Background: an optimization exercise with open tools, aiming at small area. Do not read the settings as production practice.
Function was checked by simulation only, so behaviour that the tests miss may differ from the original.
Power figures rest on the tool's default switching activity, not on a simulated workload.

## constraint.sdc

```tcl
create_clock -name core_clock -period 10.0 [get_ports {CLOCK_50}]
set_input_delay 2.0000 -clock core_clock [delete_from_list [all_inputs] [get_ports {CLOCK_50}]]
set_output_delay 2.0000 -clock core_clock [all_outputs]
set_load 0.01 [all_outputs]
```

## design.v

```verilog
module Project
	(
		CLOCK_50,						 
        KEY,
        SW,
		PLOT_X,
		PLOT_Y,
		PLOT_COLOUR,
		PLOT_EN,
		LEDR,
		HEX0,
		HEX1,
		HEX2,
		HEX3
	);
	input			CLOCK_50;				 
	input   [9:0]   SW;
	input   [3:0]   KEY;
	output [6:0] HEX0, HEX1, HEX2, HEX3;
	output	[7:0]	PLOT_X;
	output	[6:0]	PLOT_Y;
	output	[2:0]	PLOT_COLOUR;
	output			PLOT_EN;
	output   [9:0] LEDR;
	wire resetn;
	assign resetn = KEY[0];
	assign LEDR[0] = finish_game;
	wire [2:0] colour;
	wire [7:0] x;
	wire [6:0] y;
	wire ldx;
	wire ldy;
	wire writeEn;
	wire finish_dino;
	wire draw;
	wire count_enable;
	wire erase;
	wire change;
	wire finish_erase;
	wire finish_ground;
	wire is_jump;
	wire draw_ground;
	wire ld_ground;
	wire [7:0] score;
	wire frame_updated;
	wire frame_counter;
	wire menu_enable;
	wire enable_count_ground;
	wire dino_frame_counter;
	wire finish_obstacle;
	wire finish_game;
	wire random;
	wire ld_menu;
	wire finish_menu;
	wire draw_menu;
	assign PLOT_X = x;
	assign PLOT_Y = y;
	assign PLOT_COLOUR = colour;
	assign PLOT_EN = writeEn;
	assign LEDR[9:1] = 9'd0;
	datapath d0(
					.clk(CLOCK_50),
					.ld_x(ldx),
					.ld_y(ldy),
					.ld_ground(ld_ground),
					.draw_ground(draw_ground),
					.finish_ground(finish_ground),
					.reset_n(resetn),
					.is_erase(erase),
					.is_change(change),
					.x_out(x),
					.random(random),
					.y_out(y),
					.shape(SW[0]),
					.ld_menu(ld_menu),
					.finish_menu(finish_menu),
					.color_out(colour),
					.jump(KEY[2]),
					.color_in(SW[3:1]),
					.score(score),
					.finish_dino(finish_dino),
					.menu_enable(menu_enable),
					.finish_erase(finish_erase),
					.draw(draw),
					.draw_menu(draw_menu),
					.finish_game(finish_game),
					.is_jump(is_jump),
					.finish_obstacle(finish_obstacle),
					.count_enable(count_enable),
					.frame_counter(frame_counter),
					.enable_count_ground(enable_count_ground),
					.frame_updated(frame_updated),
					.dino_frame_counter(dino_frame_counter));
    control c0(
				.clk(CLOCK_50),
				.reset_n(resetn),
				.go(KEY[1]),
				.start_menu(KEY[3]),
				.finish_erase(finish_erase),
				.ld_ground(ld_ground),
				.draw_ground(draw_ground),
				.finish_ground(finish_ground),
				.ld_x(ldx),
				.is_jump(is_jump),
				.ld_y(ldy),
				.draw_menu(draw_menu),
				.finish_obstacle(finish_obstacle),
				.writeEn(writeEn),
				.menu_enable(menu_enable),
				.draw(draw),
				.finish_dino(finish_dino),
				.ld_menu(ld_menu),
				.finish_menu(finish_menu),
				.count_enable(count_enable),
				.dino_frame_counter(dino_frame_counter),
				.is_erase(erase),
				.is_change(change),
				.frame_counter(frame_counter),
				.enable_count_ground(enable_count_ground),
				.frame_updated(frame_updated));
	lfsr r0 (
				.clk(CLOCK_50),
				.rst(!KEY[0]),
				.out(random)
				);
	hex_decoder H0(
		.hex_digit(score[3:0]),
		.segments(HEX0)
	);
	hex_decoder H1(
		.hex_digit(score[7:4]),
		.segments(HEX1)
	);
	hex_decoder H2(
		.hex_digit(4'b0000),
		.segments(HEX2)
	);
	hex_decoder H3(
		.hex_digit(4'b0110),
		.segments(HEX3)
	);
endmodule
module datapath
	(
		input clk,
		input ld_x, ld_y,
		input draw,
		input count_enable,
		input shape,
		input menu_enable,
		input frame_counter,
		input reset_n,
		input is_erase,
		input is_change,
		input dino_frame_counter,
		input draw_ground,
		input jump,
		input [3:0] random,
		input enable_count_ground,
		input ld_ground,
		input [2:0] color_in,
		input ld_menu,
		input draw_menu,
		output finish_menu,
		output reg finish_ground,
		output [7:0] x_out,
		output [6:0] y_out,
		output [2:0] color_out,
		output finish_dino,
		output reg finish_game,
		output finish_obstacle,
		output reg finish_erase,
		output reg frame_updated,
		output reg is_jump,
		output reg [7:0] score
	);
	reg [4:0] count;
	reg [4:0] menu_count;
	wire enable_frame;
	reg [2:0] frame_count;
	reg [27:0] frame_counter_value;
	reg [27:0] dino_counter_value;
	reg [2:0] count_x, count_y;
	reg [7:0] count_ground;
	reg [7:0] x;
	reg [6:0] y;
	reg [7:0] erase_x;
	reg [27:0] box_frame_counter;
	reg [27:0] score_counter;
	reg [6:0] erase_y;
	reg [7:0] x_orig;
	reg [6:0] y_orig;
	reg [7:0] x_menu;
	reg [6:0] y_menu;
	reg [6:0] obstacle;
	reg [6:0] y_ground;
	reg [2:0] color;
	reg [7:0] box_x_orig;
	reg [6:0] box_y_orig;
	reg [3:0] erase_box_x;
	reg [6:0] constant;
	reg [3:0] erase_box_y;
	reg is_moving_box;
	reg update_box;
	reg dir;
	reg top_bound;
	reg one_cycle;
	reg start_obstacle;
	reg finish_erase_box;
	reg enable_count_obstacle;
	always @(posedge clk) begin
		if (!reset_n)
			frame_counter_value <= 28'd0;
		else if(frame_counter_value == 28'd25000)
			frame_counter_value <= 28'd0;
		else if(frame_counter == 1'b1)
			frame_counter_value <= frame_counter_value + 1'b1;
	end
	assign finish_obstacle = (frame_counter_value == 28'd25000) ? 1 : 0;
	always @(posedge clk) begin
		if (!reset_n)
			dino_counter_value <= 28'd0;
		else if(dino_counter_value == 28'd25000)
			dino_counter_value <= 28'd0;
		else if(dino_frame_counter == 1'b1)
			dino_counter_value <= dino_counter_value + 1'b1;
	end
	assign finish_dino = (dino_counter_value == 28'd25000) ? 1 : 0;
	always @(posedge clk) begin
		if (!reset_n) begin
			is_jump <= 1'b0;
			is_moving_box <= 1'b0;
			start_obstacle <= 1'b0;
			enable_count_obstacle <= 1'b0;
		end
		else if (one_cycle == 1'b1) begin
			is_jump <= 1'b0;
			end
		else if (!jump) begin
			is_jump <= 1'b1;
			is_moving_box <= 1'b1;
			start_obstacle <= 1'b1;
			enable_count_obstacle <= 1'b1;
		end
	end 
	always @(posedge clk) begin
		if(!reset_n) begin
			score_counter <= 28'd0;
			score <= 8'b0;
		end
		if (score_counter == 28'd500000) begin
			if (finish_game) begin
				score_counter <= 28'd0;
				score <= score + 1;
			end
			else
				score_counter <= 28'd0;
		end
		else if(is_moving_box) begin
		begin
			score_counter <= score_counter + 1;
		end
	end
	end
	always @(posedge clk) begin
		if(!reset_n) begin
			box_x_orig <= 8'd151;
			box_y_orig <= 7'd98;
			constant <= 7'd98;
		end
		if(is_moving_box && update_box)
			box_x_orig <= box_x_orig - 1'b1;
		if (x_orig - box_x_orig == 13)
			box_y_orig <= constant - 15*random[2:0];
	end
	always @(posedge clk) begin
		if(!reset_n) begin
			box_frame_counter <= 28'd0;
			update_box <= 1'b0;
		end
		if (box_frame_counter == 28'd25000) begin
			box_frame_counter <= 28'd0;
			update_box <= 1'b1;
		end
		else if(is_moving_box) begin
		if (!finish_erase_box)
		begin
			update_box <= 1'b0;
			box_frame_counter <= box_frame_counter + 1;
		end
	end
	end
	always @(posedge clk) begin
		if (!reset_n) begin
			finish_ground <= 1'b0;
			finish_erase_box <= 1'b0;
			count_ground <= 8'd0;
			obstacle <= 7'd0;
			count <= 5'd0;
			erase_x <= 8'd0;
			erase_y <= 7'd0;
			erase_box_x <= 4'd0;
			finish_game <= 1'b1;
			erase_box_y <= 4'd0;
			one_cycle <= 1'b0;
			top_bound <= 1'b0;
			finish_erase <= 1'b0;
			menu_count <= 5'd0;
			dir <= 1'b0;
			x <= 8'd0;
			y <= 7'd0;
			color <= 3'd0;
		end
		if (finish_erase)begin
			count <= 5'd0;
			finish_erase <= 1'b0;
		end
		if (count_enable) begin
			if (!shape) begin
			if (count != 31) begin
			count <= count + 1;
			end
			end
			end
		if (menu_enable) begin
			if (menu_count == 19) begin
				menu_count <= 0;
			end
			else begin
				menu_count <= menu_count + 1'b1;
			end
		end
		if (box_x_orig - x_orig <= 2 || x_orig - box_x_orig <= 2) begin
				if (y_orig - box_y_orig  <= 2) begin
					finish_game <= 1'b0;
				end
		end
		if (ld_x)
				x_orig <= {1'b0, 7'b0001111};
		if (ld_y)
				y_orig <= 7'b1100100;
		if (ld_ground)
				y_ground <= 7'b1101010;
		if (one_cycle)
				top_bound <= 1'b0;
		if(ld_menu) begin
			x_menu <= 8'd70;
			y_menu <= 7'd50;
		end
		if (y_orig == 7'b1100100)begin
				dir <= 1'b0;
				if (top_bound == 1'b0)
					one_cycle <= 1'b0;
				else
					one_cycle <= 1'b1;
		end
		else if (y_orig == 7'b0111100) begin
				dir <= 1'b1;
				top_bound <= 1'b1;
			end
		if (is_change) begin
			if (!dir)
				y_orig <= y_orig - 1;
			else
				y_orig <= y_orig + 1;
		end
		if (draw_menu) begin
			color <= 3'b111;
			if (menu_count == 0) begin
				x <= x_menu;
				y <= y_menu;
			end
			else if (menu_count == 1) begin
				x <= x_menu;
				y <= y_menu + 1'b1;
			end
			else if (menu_count == 2) begin
				x <= x_menu;
				y <= y_menu + 2'd2;
			end
			else if (menu_count == 3) begin
				x <= x_menu;
				y <= y_menu + 2'd3;
			end
			else if (menu_count == 4) begin
				x <= x_menu+3'd4;
				y <= y_menu;
			end
			else if (menu_count == 5) begin
				x <= x_menu+3'd4;
				y <= y_menu+1'b1;
			end
			else if (menu_count == 6) begin
				x <= x_menu+3'd4;
				y <= y_menu+2'd2;
			end
			else if (menu_count == 7) begin
				x <= x_menu+3'd4;
				y <= y_menu+2'd3;
			end
			else if (menu_count == 8) begin
				x <= x_menu-2'd2;
				y <= y_menu+3'd5;
			end
			else if (menu_count == 9) begin
				x <= x_menu-2'd2;
				y <= y_menu+3'd6;
			end
			else if (menu_count == 10) begin
				x <= x_menu-1'b1;
				y <= y_menu+3'd7;
			end
			else if (menu_count == 11) begin
				x <= x_menu;
				y <= y_menu+4'd8;
			end
			else if (menu_count == 12) begin
				x <= x_menu+1'b1;
				y <= y_menu+4'd8;
			end
			else if (menu_count == 13) begin
				x <= x_menu+2'd2;
				y <= y_menu+4'd8;
			end
			else if (menu_count == 14) begin
				x <= x_menu+2'd3;
				y <= y_menu+4'd8;
			end
			else if (menu_count == 15) begin
				x <= x_menu+3'd4;
				y <= y_menu+4'd8;
			end
			else if (menu_count == 16) begin
				x <= x_menu+3'd5;
				y <= y_menu+3'd7;
			end
			else if (menu_count == 17) begin
				x <= x_menu+3'd6;
				y <= y_menu+3'd6;
			end
			else if (menu_count == 18) begin
				x <= x_menu+3'd6;
				y <= y_menu+3'd5;
			end
		end
		if (draw) begin
			if (!shape) begin
			color <= 3'b111;
			if (count == 0) begin
				x <= x_orig;
				y <= y_orig;
			end
			if (count == 1) begin
				x <= x_orig-1'b1;
				y <= y_orig;
			end
			if (count == 2) begin
				x <= x_orig-2'd2;
				y <= y_orig;
			end
			if (count == 3) begin
				x <= x_orig+1'b1;
				y <= y_orig;
			end
			if (count == 4) begin
				x <= x_orig+2'd2;
				y <= y_orig;
			end
			if (count == 5) begin
				x <= x_orig;
				y <= y_orig+1'b1;
			end
			if (count == 6) begin
				x <= x_orig;
				y <= y_orig + 2'd2;
			end
			if (count == 7) begin
				x <= x_orig;
				y <= y_orig - 1'b1;
			end
			if (count == 8) begin
				x <= x_orig;
				y <= y_orig - 2'd2;
			end
			if (count == 9) begin
				x <= x_orig - 1'b1;
				y <= y_orig + 2'd3;
			end
			if (count == 10) begin
				x <= x_orig + 1'b1;
				y <= y_orig + 2'd3;
			end
			if (count == 11) begin
				x <= x_orig + 2'd2;
				y <= y_orig + 3'd4;
			end
			if (count == 12) begin
				x <= x_orig - 2'd2;
				y <= y_orig + 3'd4;
			end
			if (count == 13) begin
				x <= x_orig + 2'd3;
				y <= y_orig + 3'd5;
			end
			if (count == 14) begin
				x <= x_orig - 2'd3;
				y <= y_orig + 3'd5;
			end
			if (count == 15) begin
				x <= x_orig - 2'd2;
				y <= y_orig - 3'd6;
			end
			if (count == 16) begin
				x <= x_orig - 2'd2;
				y <= y_orig - 3'd5;
			end
			if (count == 17) begin
				x <= x_orig - 2'd2;
				y <= y_orig - 3'd4;
			end
			if (count == 18) begin
				x <= x_orig - 2'd2;
				y <= y_orig - 3'd3;
			end
			if (count == 19) begin
				x <= x_orig - 1'b1;
				y <= y_orig - 3'd6;
			end
			if (count == 20) begin
				x <= x_orig - 1'b1;
				y <= y_orig - 3'd5;
			end
			if (count == 21) begin
				x <= x_orig - 1'b1;
				y <= y_orig - 3'd4;
			end
			if (count == 22) begin
				x <= x_orig - 1'b1;
				y <= y_orig - 3'd3;
			end
			if (count == 23) begin
				x <= x_orig;
				y <= y_orig - 3'd6;
			end
			if (count == 24) begin
				x <= x_orig;
				y <= y_orig - 3'd5;
			end
			if (count == 25) begin
				x <= x_orig;
				y <= y_orig - 3'd4;
			end
			if (count == 26) begin
				x <= x_orig;
				y <= y_orig - 3'd3;
			end
			if (count == 27) begin
				x <= x_orig + 1'b1;
				y <= y_orig - 3'd6;
			end
			if (count == 28) begin
				x <= x_orig + 1'b1;
				y <= y_orig - 3'd5;
			end
			if (count == 29) begin
				x <= x_orig + 1'b1;
				y <= y_orig - 3'd4;
			end
			if (count == 30) begin
				x <= x_orig + 1'b1;
				y <= y_orig - 3'd3;
			end
			if (count == 31) begin
				if (start_obstacle) begin
					if (obstacle == 7'd64)
						obstacle <= 6'd0;
					else if (enable_count_obstacle) begin
						color <= 3'b101;
						y <= box_y_orig + obstacle[5:3];
						x <= box_x_orig + obstacle[2:0];
						obstacle <= obstacle + 1'b1;
					end
				end
			end
			end
			else begin
				if (draw)
					color <= 3'b111;
				if (count == 0) begin
					x <= x_orig;
					y <= y_orig + 2'd2;
				end
				if (count == 1) begin
					x <= x_orig - 1'b1;
					y <= y_orig + 2'd2;
				end
				if (count == 2) begin
					x <= x_orig - 2'd2;
					y <= y_orig + 2'd2;
				end
				if (count == 3) begin
					x <= x_orig;
					y <= y_orig + 2'd3;
				end
				if (count == 4) begin
					x <= x_orig - 1'b1;
					y <= y_orig + 2'd3;
				end
				if (count == 5) begin
					x <= x_orig - 2'd2;
					y <= y_orig + 2'd3;
				end
				if (count == 6) begin
					x <= x_orig;
					y <= y_orig + 3'd4;
				end
				if (count == 7) begin
					x <= x_orig - 2'd2;
					y <= y_orig + 3'd4;
				end
				if (count == 8) begin
					x <= x_orig;
					y <= y_orig + 3'd5;
				end
				if (count == 9) begin
					x <= x_orig - 2'd2;
					y <= y_orig + 3'd5;
				end
				if (count == 10) begin
					x <= x_orig + 1'b1;
					y <= y_orig + 1'b1;
				end
				if (count == 11) begin
					x <= x_orig + 2'd2;
					y <= y_orig + 1'b1;
				end
				if (count == 12) begin
					x <= x_orig + 1'b1;
					y <= y_orig;
				end
				if (count == 13) begin
					x <= x_orig + 2'd2;
					y <= y_orig;
				end
				if (count == 14) begin
					x <= x_orig;
					y <= y_orig + 2'd3;
			end
			end
		end
		else if (draw_ground) begin
			if (count_ground == 8'd159) begin
				finish_ground <= 1'b1;
				count_ground <= 8'd0;
			end
			else if (enable_count_ground)begin
				color <= color_in;
				x <= count_ground;
				y <= y_ground;
				count_ground <= count_ground + 1'b1;
			end
		end
		else if(is_erase) begin
			color <= 3'b000;
			if(erase_y == 7'd106) begin
				finish_erase <= 1'b1;
				erase_y <= 7'd0;
				erase_x <= 8'd0;
			end
			else if(erase_x == 8'd160) begin
				erase_x <= 8'd0;
				erase_y <= erase_y + 1'b1;
			end
			else begin
				erase_x <= erase_x + 1'b1;
			x <= erase_x;
			y <= erase_y;
			end
		end
			else begin
				if (start_obstacle) begin
					color <= 3'b000;
					if (obstacle == 7'd64)begin
						obstacle <= 6'd0;
					end
					else if (enable_count_obstacle) begin
						color <= 3'b101;
						y <= box_y_orig + obstacle[5:3];
						x <= box_x_orig + obstacle[2:0];
						obstacle <= obstacle + 1'b1;
					end
				end
			end
	end
	assign x_out = x; 
	assign y_out = y;
   assign color_out = color;
endmodule
module control
	(
		input clk,
		input reset_n,
		input go,
		input start_menu,
		input finish_obstacle,
		input finish_dino,
		input finish_ground,
		input frame_updated,
		input finish_erase,
		input is_jump,
		input finish_menu,
		output reg ld_x, ld_y, menu_enable, dino_frame_counter, draw_menu, ld_menu, ld_ground, enable_count_ground, draw_ground, writeEn, draw, count_enable, is_erase, is_change, frame_counter
	);
	reg [2:0] current_state, next_state;
	localparam 	start = 3'd0,
					start_wait = 3'd1,
					ground = 3'd2,
					menu = 3'd3,
					draw_dino = 3'd4,
					draw_obstacle = 3'd5,
					erase = 3'd6,
					change_x_y = 3'd7;
	always @(*) begin
		case (current_state)
			start: next_state = go ? start : start_wait;
			start_wait: next_state = go ? menu : start_wait;
			menu : next_state = start_menu ? menu : ground;
			ground: next_state = finish_ground ? draw_dino : ground;
			draw_dino: next_state = finish_dino ? erase : draw_dino;
			erase : begin
						if(finish_erase)begin
							if(is_jump)begin
								next_state = change_x_y;
							end
							else
								next_state = draw_dino;
						end
						else
							next_state = erase;
						end
			change_x_y : next_state = draw_dino;
			default : next_state = start;
		endcase
	end
	always @(*) begin
		ld_x = 1'b0;
		ld_y = 1'b0;
		ld_ground = 1'b0;
		ld_menu = 1'b0;
		draw_menu = 1'b0;
		writeEn = 1'b0;
		draw = 1'b0;
		count_enable = 1'b0;
		draw_ground = 1'b0;
		is_erase = 1'b0;
		dino_frame_counter = 1'b0;
		is_change = 1'b0;
		enable_count_ground = 1'b0;
		frame_counter = 1'b0;
		menu_enable = 1'b0;
		case (current_state)
			start: begin
				ld_x = 1'b1;
				ld_y = 1'b1;
			end
			start_wait: begin
				ld_x = 1'b1;
				ld_y = 1'b1;
				ld_ground =1'b1;
				ld_menu = 1'b1;
			end
			ground: begin
				draw_ground = 1'b1;
				enable_count_ground = 1'b1;
				writeEn = 1'b1;
			end
			menu: begin
				draw_menu = 1'b1;
				writeEn = 1'b1;
				menu_enable = 1'b1;
			end
			draw_dino: begin
				writeEn = 1'b1;
				dino_frame_counter = 1'b1;
				draw = 1'b1;
				count_enable = 1'b1;
				frame_counter = 1'b1;
			end
			erase: begin
				writeEn = 1'b1;
				is_erase = 1'b1;
				count_enable = 1'b1;
			end
			change_x_y: begin
				is_change = 1'b1;
			end
		endcase
	end
	always @(posedge clk) begin
		if (!reset_n)
			current_state <= start;
		else
			current_state <= next_state;
	end
endmodule
module lfsr (out, clk, rst);
  output reg [3:0] out;
  input clk, rst;
  wire feedback;
  assign feedback = ~(out[3] ^ out[2]);
always @(posedge clk)
  begin
    if (rst)
      out <= 4'b0;
    else
      out <= {out[2:0],feedback};
  end
endmodule
module hex_decoder(hex_digit, segments);
    input [3:0] hex_digit;
    output reg [6:0] segments;
    always @(*)
        case (hex_digit)
            4'h0: segments = 7'b100_0000;
            4'h1: segments = 7'b111_1001;
            4'h2: segments = 7'b010_0100;
            4'h3: segments = 7'b011_0000;
            4'h4: segments = 7'b001_1001;
            4'h5: segments = 7'b001_0010;
            4'h6: segments = 7'b000_0010;
            4'h7: segments = 7'b111_1000;
            4'h8: segments = 7'b000_0000;
            4'h9: segments = 7'b001_1000;
            4'hA: segments = 7'b000_1000;
            4'hB: segments = 7'b000_0011;
            4'hC: segments = 7'b100_0110;
            4'hD: segments = 7'b010_0001;
            4'hE: segments = 7'b000_0110;
            4'hF: segments = 7'b000_1110;   
            default: segments = 7'h7f;
        endcase
endmodule
```

## run.sh

```bash
#!/bin/bash
# synth_recipe.tcl (not shown) runs the flow's synth.tcl, then flattens the netlist and writes it again
# the make line also repeats each setting of config.mk as NAME=value (left out here)
make -C /OpenROAD-flow-scripts/flow DESIGN_CONFIG=/design/flow/config.mk WORK_HOME=/design/flow/orfs CLKGATE_MAP_FILE= SYNTH_SCRIPT=/design/flow/synth_recipe.tcl finish
```

## config.mk

```make
export PLATFORM = sky130hd
export DESIGN_NAME = Project
export DESIGN_NICKNAME = Project
export VERILOG_FILES = /design/flow/design.v
export SDC_FILE = /design/flow/constraint.sdc
export NUM_CORES = 4
export LEC_CHECK = 0
export CAP_MARGIN = 20
export CORE_MARGIN = 2
export CORE_UTILIZATION = 40
export SLEW_MARGIN = 20
```

==> impl_metrics.py <==
metrics = {
    "run_status": {
        "status": "timing/DRC/antenna clean",
    },
    "flow_run": {
        "cap_violations": 0,
    },
    "sta": {
        "rsz0062_at_grt": "false",
        "setup_viol": 0,
        "tns_ns": 0,
        "timing.final.ws_setup_ns": 5.59,
        "maxSlewViolCount": 0,
        "fin_crit_ns": 4.41,
        "period_share_pct": 44.1,
        "slew_headroom_pct": 33.4,
        "final-hold-violation-count": 0,
        "fmax_mhz": 227,
        "worst_pin_slew_ns": 1.00,
        "fin_skew_ns": 0.0152,
    },
    "setup_path": {
        "crit_buf_inv": 2,
        "path_cells": "buf_2 -> buf_4 -> nand2_1 -> a2bb2oi_1 -> o221ai_1 -> a22oi_1 -> o21ai_0 -> a2111oi_0 -> o21ai_0 -> a21oi_1",
        "cp-end-kind": "flop",
        "critPathArrivalTime_ns": 4.79,
        "crit_type": "in -> reg",
        "worstPathRequired_ns": 10.37,
        "cp_max_fo": 42,
        "cpMostUsedCell": "o21ai_0",
        "worstSetupStartpointType": "primary input",
        "crit_family": "compound AO/OA/AOI/OAI gates",
        "cp_slowest_stage_delay_ns": 0.75,
        "critPathSlowestCell": "a22oi_1",
    },
    "synth": {
        "synth-seq-cells": 197,
        "async_reset_ff_share_pct": 0,
        "synth_edf_count": 23,
        "synthCells": 2131,
        "ys_warn_count": 6,
        "syn_area_per_cell_sq_um": 7.38,
        "ys_seq_area_share_pct": 26.5,
        "synth.largest_area_cell": "dfxtp_1",
        "yosys-top-cells-area": "dfxtp_1, nand2_1, nor2_1",
        "synth_top_area_share_pct": 22.1,
        "synth_cell_types": 100,
        "syn_area_sq_um": 15700,
        "synth_ff_type": "dfxtp_1",
    },
    "routing": {
        "ant_nets": 0,
        "routed_wl_microns": 54800,
        "vias_per_cell": 6.28,
        "drc": 0,
        "vias": 16439,
        "routedWlPerCell_microns": 20.9,
        "drtIter0Drc": 2027,
        "drtPass1Iterations": 6,
    },
    "finish": {
        "final_common_cell": "nand2_1",
        "final_cell_mix": "nand2_1, nor2_1, dfxtp_1",
        "multiInputGateArea_sq_um": 10600,
        "area_growth_pct": 7.95,
        "layout-drive-gt1-share_pct": 5.39,
        "fill_cells": 4003,
        "utilization_pct": 43.8,
        "seqCellArea_sq_um": 4170,
        "nets": 2162,
    },
    "power": {
        "max-vdd-ir-drop_uv": 70.5,
        "report.power.total_mw": 1.87,
        "leakagePower_nw": 6.20,
        "power_density_nw_per_um2": 110,
    },
    "clocking": {
        "hold_buffers": 0,
        "cts_tree": "yes",
        "clock_sinks": 197,
        "cts_buffer_depth": 2,
        "clock_latency_ns": 0.47,
        "cts-resized-gates": 0,
        "cts_buffers": 17,
        "h-tree-depth": 4,
        "cts_setup_buffers": 0,
        "clk_pin_slew_worst_paths_ns": 0.08,
        "cts-root-buf": "clkbuf_16",
    },
    "global_routing": {
        "grt-ovfl-total": 0,
        "grt_usage_pct": 26.1,
        "grt_pass1_wl_microns": 85400,
        "grt_max_degree": 62,
        "grt_pass1_vias": 14978,
        "antenna_found_initial": 2,
    },
    "floorplanning": {
        "num_io_pins": 72,
        "fp.coreArea_sq_um": 38700,
        "fp-row-count": 72,
        "fp.dieH_microns": 202,
        "start_util_pct": 40.6,
        "dieArea_sq_um": 40900,
        "fp.dieW_microns": 202,
    },
    "place": {
        "place_ws_ns": 5.33,
        "hpwl_microns": 39300,
        "place.gp.congestion": 1.02,
        "port_buffers": 42,
    },
    "hold_path": {
        "hold_path.class": "reg -> reg",
    },
}
==> where the power goes <==
group / switching (mW) / leakage (nW) / internal [mW]
logic: 0.187 / 4.29 / 0.105
clock network: 0.361 / 0.294 / 0.361
registers: 0.0331 / 1.62 / 0.825
==> registers in the layout, indices dropped and copies added (netlist names), 8 cells and up <==
signal and flops:
d0.dino_counter_value 28, d0.erase_x 8, d0.x 8, d0.score 8, d0.score_counter 28, d0.count_ground 8, d0.box_x_orig 8, d0.box_frame_counter 28
==> layer usage <==
| metal | wire length [microns] | vias up | GRT usage (%) |
|---|---|---|---|
| met3 | 4650 | 140 | 5.61 |
| met1 | 24800 | 7802 | 36.6 |
| li1 | - | 7747 | - |
| met5 | 13 | - | 0 |
| met2 | 23400 | 748 | 39.0 |
| met4 | 1890 | 2 | 10.4 |
==> Yosys cell counts, drive strengths merged, types with 7 or more instances <==
cell type	n
nor4	23
o2111ai	15
o211ai	33
ha	62
o22ai	21
nand2	256
a221oi	19
clkbuf	89
inv	63
nand4	37
a31oi	32
buf	73
edfxtp	23
o221ai	16
nor2b	25
xor2	42
and2	17
o31ai	30
nor4b	7
a22o	10
and4b	7
and4	9
and3	35
mux2i	25
a221o	10
o21ai	164
a21oi	135
a22oi	11
nor2	224
nor4bb	7
nand2b	23
a21boi	7
a21o	10
dfxtp	174
or3	20
a311oi	7
o21a	9
a2111oi	17
o311ai	11
nor3	45
nand4b	9
nand3	99
xnor2	47
a211oi	27
or2	16
==> stage by stage <==
step	instance area [sq um]	hold slack, ns	cells
after global placement	16400	0.419	2583
final	17000	0.443	2618
after detailed placement	16400	0.427	2583
after global routing	17000	0.474	2615
after floorplan	15800	0.410	2152
after CTS	17000	0.448	2615
==> area by class of cell <==
type	count	area share [%]
Clock inverter	14	1.08
Timing Repair Buffer	75	3.91
Antenna cell	3	0.0442
Sequential cell	197	24.6
Inverter	66	1.46
Multi-Input combinational cell	1727	62.6
Clock buffer	18	2.53
Tap cell	518	3.82
==> cells by family (layout without fill, tap and decap cells) <==
kind of cell	Yosys count	after routing	share of synthesized area, %
and+or+nand+nor	894	894	28.4
AOI/OAI and AO/OA	630	630	26.7
buffers and inverters	228	173	6.48
DFF	197	197	26.5
xor gates and xnor gates	89	89	4.96
adders and majority gates	63	63	5.06
muxes	28	28	1.81
other	2	26	0.0477
==> final timing paths <==
kind	from	to	slack, ns	depth (start not counted)
max	KEY[0]	d0.y[1]$_DFF_P_	5.59	10
max reg2reg	d0.y_orig[1]$_SDFFCE_PN0P_	d0.y[2]$_DFF_P_	5.86	9
min reg2reg	r0.out[1]$_SDFF_PN0_	r0.out[2]$_SDFF_PN0_	0.44	1
min	r0.out[1]$_SDFF_PN0_	r0.out[2]$_SDFF_PN0_	0.44	1

==> re-timing with driven ports <==
In the flow no input, the clock included, has a driving cell. The finished layout below was timed again as built, in two steps.
Step 1 (the two cells are an assumption about what drives the block):
set clk [get_ports {CLOCK_50}]
set_driving_cell -lib_cell sky130_fd_sc_hd__clkbuf_16 $clk
set_driving_cell -lib_cell sky130_fd_sc_hd__buf_2 [delete_from_list [all_inputs] $clk]
Step 2 times the ports against the registers' clock, not the clock port: input delays grow and output delays shrink by t, the midpoint of the rising clock arrivals with the driver on.
Slacks: ideal ports / drivers / drivers and shift; pairs: ideal ports / drivers.
t, ns: 0.510
setup slack, ns: 5.588 / 5.620 / 5.110
hold WS [ns]: 0.443 / 0.443 / 0.443
pins driven straight from the clock port: 1
After both steps setup and hold are still met in this run. The setup slack of this run moves by +0.032 ns with the drivers and by -0.478 ns with both steps.
